From an optimization exercise on the open Yosys and OpenROAD flow, aimed at small area, a short achievable clock period and few clock cycles per item; shortcuts taken in it are not production practice. Where RTL was checked, it was by simulation tests only, not by an equivalence proof against the original. No activity file was given, so power comes from the tool's default toggle rates.

== tundra ==
==> flow/design.v <==
module divisor_secuencial #(
    parameter N = 32
) (
    input  logic             clk,
    input  logic             rst,
    input  logic             valid,
    input  logic [N-1:0]     A,
    input  logic [N-1:0]     B,
    output logic [N-1:0]     Q,
    output logic [N-1:0]     R,
    output logic             done,
    output logic             error
);
    logic [N-1:0] x_reg;     
    logic [N-1:0] d_reg;     
    logic [N-1:0] q_reg;     
    logic [4:0]   cnt;       
    logic         err_reg;
    logic s_align, s_step, s_done, s_quick;
    logic idle;
    assign idle = !(s_align || s_step || s_done || s_quick);
    function automatic logic [5:0] lzc32(input logic [31:0] v);
        logic [15:0] z1;  logic [15:0] c1;         
        logic [7:0]  z2;  logic [15:0] c2;         
        logic [3:0]  z3;  logic [11:0] c3;         
        logic [1:0]  z4;  logic [7:0]  c4;         
        for (int i = 0; i < 16; i++) begin
            z1[i] = !(v[2*i+1] || v[2*i]);
            c1[i] = !v[2*i+1];
        end
        for (int i = 0; i < 8; i++) begin
            z2[i] = z1[2*i+1] && z1[2*i];
            c2[2*i+:2] = z1[2*i+1] ? {1'b1, c1[2*i]} : {1'b0, c1[2*i+1]};
        end
        for (int i = 0; i < 4; i++) begin
            z3[i] = z2[2*i+1] && z2[2*i];
            c3[3*i+:3] = z2[2*i+1] ? {1'b1, c2[4*i+:2]} : {1'b0, c2[4*i+2+:2]};
        end
        for (int i = 0; i < 2; i++) begin
            z4[i] = z3[2*i+1] && z3[2*i];
            c4[4*i+:4] = z3[2*i+1] ? {1'b1, c3[6*i+:3]} : {1'b0, c3[6*i+3+:3]};
        end
        lzc32 = {z4[1] && z4[0], z4[1] ? {1'b1, c4[3:0]} : {1'b0, c4[7:4]}};
    endfunction
    logic [5:0] lz_a, lz_b;
    logic [4:0] shamt;
    always_ff @(posedge clk) begin
        lz_a <= lzc32(A);
        lz_b <= lzc32(B);
    end
    assign shamt = lz_b[4:0] - lz_a[4:0];
    logic [N-1:0] d_shift;
    always_comb begin
        logic [N-1:0] t;
        logic [4:0]   s;
        s = s_align ? shamt : 5'd0;
        if (!s_align)
            t = d_reg >> 1;
        else if (s[0])
            t = d_reg << 1;
        else
            t = d_reg;
        if (s[1]) t = t << 2;
        if (s[2]) t = t << 4;
        if (s[3]) t = t << 8;
        if (s[4]) t = t << 16;
        d_shift = t;
    end
    logic [N-1:0] b_above;       
    logic         a_short;
    always_comb begin
        b_above[N-1] = 1'b0;
        for (int i = N - 2; i >= 0; i--)
            b_above[i] = b_above[i+1] || B[i+1];
    end
    assign a_short = !(|(A & ~b_above)) && (b_above[0] || B[0]);
    logic [N:0]   diff;
    logic         ge;
    assign diff = {1'b0, x_reg} - {1'b0, d_reg};
    assign ge   = !diff[N];
    assign Q     = q_reg;
    assign R     = x_reg;
    assign done  = s_done || s_quick;
    assign error = err_reg;
    always_ff @(posedge clk or posedge rst) begin
        if (rst) begin
            s_align <= 1'b0;
            s_step  <= 1'b0;
            s_done  <= 1'b0;
            s_quick <= 1'b0;
        end else begin
            s_align <= idle && valid;
            s_quick <= idle && valid && a_short;
            s_step  <= (s_align && !s_quick && ge && !lz_b[5]) || (s_step && cnt != '0);
            s_done  <= (s_align && !s_quick && (!ge || lz_b[5])) || (s_step && cnt == '0);
        end
    end
    always_ff @(posedge clk) begin
        if (idle)
            x_reg <= A;
        else if (s_step && ge)
            x_reg <= diff[N-1:0];
        if (idle)
            d_reg <= B;
        else
            d_reg <= d_shift;
        if (s_step)
            q_reg <= {q_reg[N-2:0], ge};
        else
            q_reg <= '0;
        if (s_align)
            cnt <= shamt;
        else
            cnt <= cnt - 1'b1;
        err_reg <= !idle && lz_b[5];
    end
endmodule
==> flow/config.mk <==
export PLATFORM = sky130hd
export DESIGN_NAME = divisor_secuencial
export DESIGN_NICKNAME = divisor_secuencial
export VERILOG_FILES = /design/flow/design.v
export SDC_FILE = /design/flow/constraint.sdc
export NUM_CORES = 4
export LEC_CHECK = 0
export CAP_MARGIN = 20
export CORE_MARGIN = 2
export CORE_UTILIZATION = 40
export PLACE_DENSITY = 0.6
export SLEW_MARGIN = 20
==> flow/constraint.sdc <==
create_clock -name core_clock -period 10.0 [get_ports {clk}]
set_input_delay 2.0000 -clock core_clock [delete_from_list [all_inputs] [get_ports {clk}]]
set_output_delay 2.0000 -clock core_clock [all_outputs]
set_load 0.01 [all_outputs]
standard.sh (not shown) runs the stock make flow with config.mk's settings and CLKGATE_MAP_FILE= SYNTH_SCRIPT=/design/flow/synth_recipe.tcl, a recipe that flattens the netlist after the stock synthesis.
==> flow/flow/run.sh <==
#!/bin/bash
# The standard layout (standard.sh), with changes to how it is made only:
#  - the ports are buffered with sky130_fd_sc_hd__buf_2 instead of the resizer's default pick;
#  - The clock tree is built from sky130_fd_sc_hd__clkbuf_8.
#  - repair_timing aims for extra setup slack at the design's 10 ns clock.
# The SDC, the clock period and everything else are the standard flow's own.
bash standard.sh "BUFFER_PORTS_ARGS=-buffer_cell sky130_fd_sc_hd__buf_2" SETUP_SLACK_MARGIN=7.0 CTS_BUF_LIST=sky130_fd_sc_hd__clkbuf_8 finish > standard.log 2>&1
Relative to tundra, the following input files were edited for harbor:
--- a/flow/design.v
+++ b/flow/design.v
@@ -17,7 +17,8 @@
     logic [4:0]   cnt;       
     logic         err_reg;
-    logic s_align, s_step, s_done, s_quick;
-    logic idle;
-    assign idle = !(s_align || s_step || s_done || s_quick);
+    logic s_align, s_step, s_done;
+    logic idle, quick;
+    assign idle  = !(s_align || s_step || s_done);
+    assign quick = s_align && s_done;
     function automatic logic [5:0] lzc32(input logic [31:0] v);
         logic [15:0] z1;  logic [15:0] c1;         
@@ -75,11 +76,11 @@
     end
     assign a_short = !(|(A & ~b_above)) && (b_above[0] || B[0]);
-    logic [N:0]   diff;
+    logic [N-1:0] diff;
     logic         ge;
-    assign diff = {1'b0, x_reg} - {1'b0, d_reg};
-    assign ge   = !diff[N];
+    assign diff = x_reg - d_reg;
+    assign ge   = x_reg >= d_reg;        
     assign Q     = q_reg;
     assign R     = x_reg;
-    assign done  = s_done || s_quick;
+    assign done  = s_done;
     assign error = err_reg;
     always_ff @(posedge clk or posedge rst) begin
@@ -88,10 +89,9 @@
             s_step  <= 1'b0;
             s_done  <= 1'b0;
-            s_quick <= 1'b0;
         end else begin
             s_align <= idle && valid;
-            s_quick <= idle && valid && a_short;
-            s_step  <= (s_align && !s_quick && ge && !lz_b[5]) || (s_step && cnt != '0);
-            s_done  <= (s_align && !s_quick && (!ge || lz_b[5])) || (s_step && cnt == '0);
+            s_step  <= (s_align && !quick && ge && !lz_b[5]) || (s_step && cnt != '0);
+            s_done  <= (idle && valid && a_short) ||
+                       (s_align && !quick && (!ge || lz_b[5])) || (s_step && cnt == '0);
         end
     end
@@ -100,5 +100,5 @@
             x_reg <= A;
         else if (s_step && ge)
-            x_reg <= diff[N-1:0];
+            x_reg <= diff;
         if (idle)
             d_reg <= B;
Between harbor and tundra, it is harbor whose cell depth of the worst setup path is lower, by 2.
Between harbor and tundra, the difference in cell count after synthesis is negligible.
The total power draw number comes out lower for harbor vs tundra.
In the reports for harbor and tundra, the smaller setup slack after placement belongs to harbor.
Diff tundra -> harbor | part of the power in the clock network | increase of 1.4 points
Changes observed in harbor relative to tundra: combinational power fell by about 14%, via count fell by 108.
Die: harbor smaller than tundra
[harbor] met2 track demand over resource in global routing fell 2.7 points relative to tundra
On cell-internal power: between harbor and tundra, it ends up lower for harbor.
Testbench counts of harbor, summed over its fixed seeds: cycles 30,393, items 3,600.
For tundra, only the layout was checked, not whether the RTL still works.


RTL: the design.v shown in full above, as it stands there.
clock: 10.0 ns
lec_check: 0
cap_margin: 20
core_margin: 2
core_utilization: 40
place_density: 0.6
slew_margin: 20
==> flow/flow/run.sh <==
#!/bin/bash
# The standard layout (standard.sh), with changes to how it is made only:
#  - the ports are buffered with sky130_fd_sc_hd__buf_2 instead of the resizer's default pick;
#  - The clock tree is built from sky130_fd_sc_hd__clkbuf_8.
#  - repair_timing aims for extra setup slack at the design's 10 ns clock.
# The SDC, the clock period and everything else are the standard flow's own.
bash standard.sh "BUFFER_PORTS_ARGS=-buffer_cell sky130_fd_sc_hd__buf_2" SETUP_SLACK_MARGIN=6.8 CTS_BUF_LIST=sky130_fd_sc_hd__clkbuf_8 finish > standard.log 2>&1
Then changed:
--- a/flow/design.v
+++ b/flow/design.v
@@ -15,11 +15,11 @@
     logic [N-1:0] d_reg;     
     logic [N-1:0] q_reg;     
     logic [4:0]   cnt;       
     logic         err_reg;
-    logic s_align, s_step, s_done, s_quick;
+    logic s_align, s_step, s_done;
     logic idle;
-    assign idle = !(s_align || s_step || s_done || s_quick);
+    assign idle = !(s_align || s_step || s_done);
     function automatic logic [5:0] lzc32(input logic [31:0] v);
         logic [15:0] z1;  logic [15:0] c1;         
         logic [7:0]  z2;  logic [15:0] c2;         
         logic [3:0]  z3;  logic [11:0] c3;         
@@ -65,35 +65,25 @@
         if (s[3]) t = t << 8;
         if (s[4]) t = t << 16;
         d_shift = t;
     end
-    logic [N-1:0] b_above;       
-    logic         a_short;
-    always_comb begin
-        b_above[N-1] = 1'b0;
-        for (int i = N - 2; i >= 0; i--)
-            b_above[i] = b_above[i+1] || B[i+1];
-    end
-    assign a_short = !(|(A & ~b_above)) && (b_above[0] || B[0]);
     logic [N:0]   diff;
     logic         ge;
     assign diff = {1'b0, x_reg} - {1'b0, d_reg};
     assign ge   = !diff[N];
     assign Q     = q_reg;
     assign R     = x_reg;
-    assign done  = s_done || s_quick;
+    assign done  = s_done;
     assign error = err_reg;
     always_ff @(posedge clk or posedge rst) begin
         if (rst) begin
             s_align <= 1'b0;
             s_step  <= 1'b0;
             s_done  <= 1'b0;
-            s_quick <= 1'b0;
         end else begin
             s_align <= idle && valid;
-            s_quick <= idle && valid && a_short;
-            s_step  <= (s_align && !s_quick && ge && !lz_b[5]) || (s_step && cnt != '0);
-            s_done  <= (s_align && !s_quick && (!ge || lz_b[5])) || (s_step && cnt == '0);
+            s_step  <= (s_align && ge && !lz_b[5]) || (s_step && cnt != '0);
+            s_done  <= (s_align && (!ge || lz_b[5])) || (s_step && cnt == '0);
         end
     end
     always_ff @(posedge clk) begin
         if (idle)
@@ -111,7 +101,7 @@
         if (s_align)
             cnt <= shamt;
         else
             cnt <= cnt - 1'b1;
-        err_reg <= !idle && lz_b[5];
+        err_reg <= lz_b[5];
     end
 endmodule
=> The changed run ran to the end with no violations. Non-clock buffer count goes down by 11. Cell area decreases by 5.7%. Global-route usage went down by 2.3 points. Cell count went down by 3.3%. Total power went down by about 6%. Area after synthesis goes down by 4.9%. Die area falls by about 5%. Worst setup slack loses 58 ps.
Testbench counts after the change, summed over its fixed seeds: cycles 32,125, items 3,600.
No functional check of the RTL was part of the first run of this note.

re-timing with driven ports:
The flow's constraints put no driver on any port. The routed layouts listed below were extracted and timed again, unchanged, in two steps.
Step 1, drivers: a clkbuf_16 drives clk and a buf_2 each remaining input, both assumed.
Step 2 moves the port delays by t, midway between the first and last clock arrival at a register: inputs arrive t later, outputs are due t later. That takes back most of the time a late clock gives input paths.
Slacks: no drivers / after step 1 / after step 2; pairs: no drivers / after step 1.
run | t (ns) | setup slack, ns | worst hold slack (ns) | worst setup path after step 2 | worst data-port slew with drivers (ns)
tundra | 0.504 | 6.778 / 6.736 / 6.476 | 0.456 / 0.456 / 0.456 | input to register | 0.06
harbor | 0.517 | 6.937 / 6.899 / 6.549 | 0.460 / 0.460 / 0.460 | input to register | 0.04
the first run of note 2 | 0.525 | 6.724 / 6.677 / 6.348 | 0.458 / 0.458 / 0.458 | input to register | 0.05
the second run of note 2 | 0.498 | 6.666 / 6.666 / 6.362 | 0.431 / 0.431 / 0.431 | input to register | 0.05
After both steps every run listed still meets setup and hold. The setup slack of harbor, which loses most, moves by -0.038 ns with the drivers and by -0.388 ns with both steps.
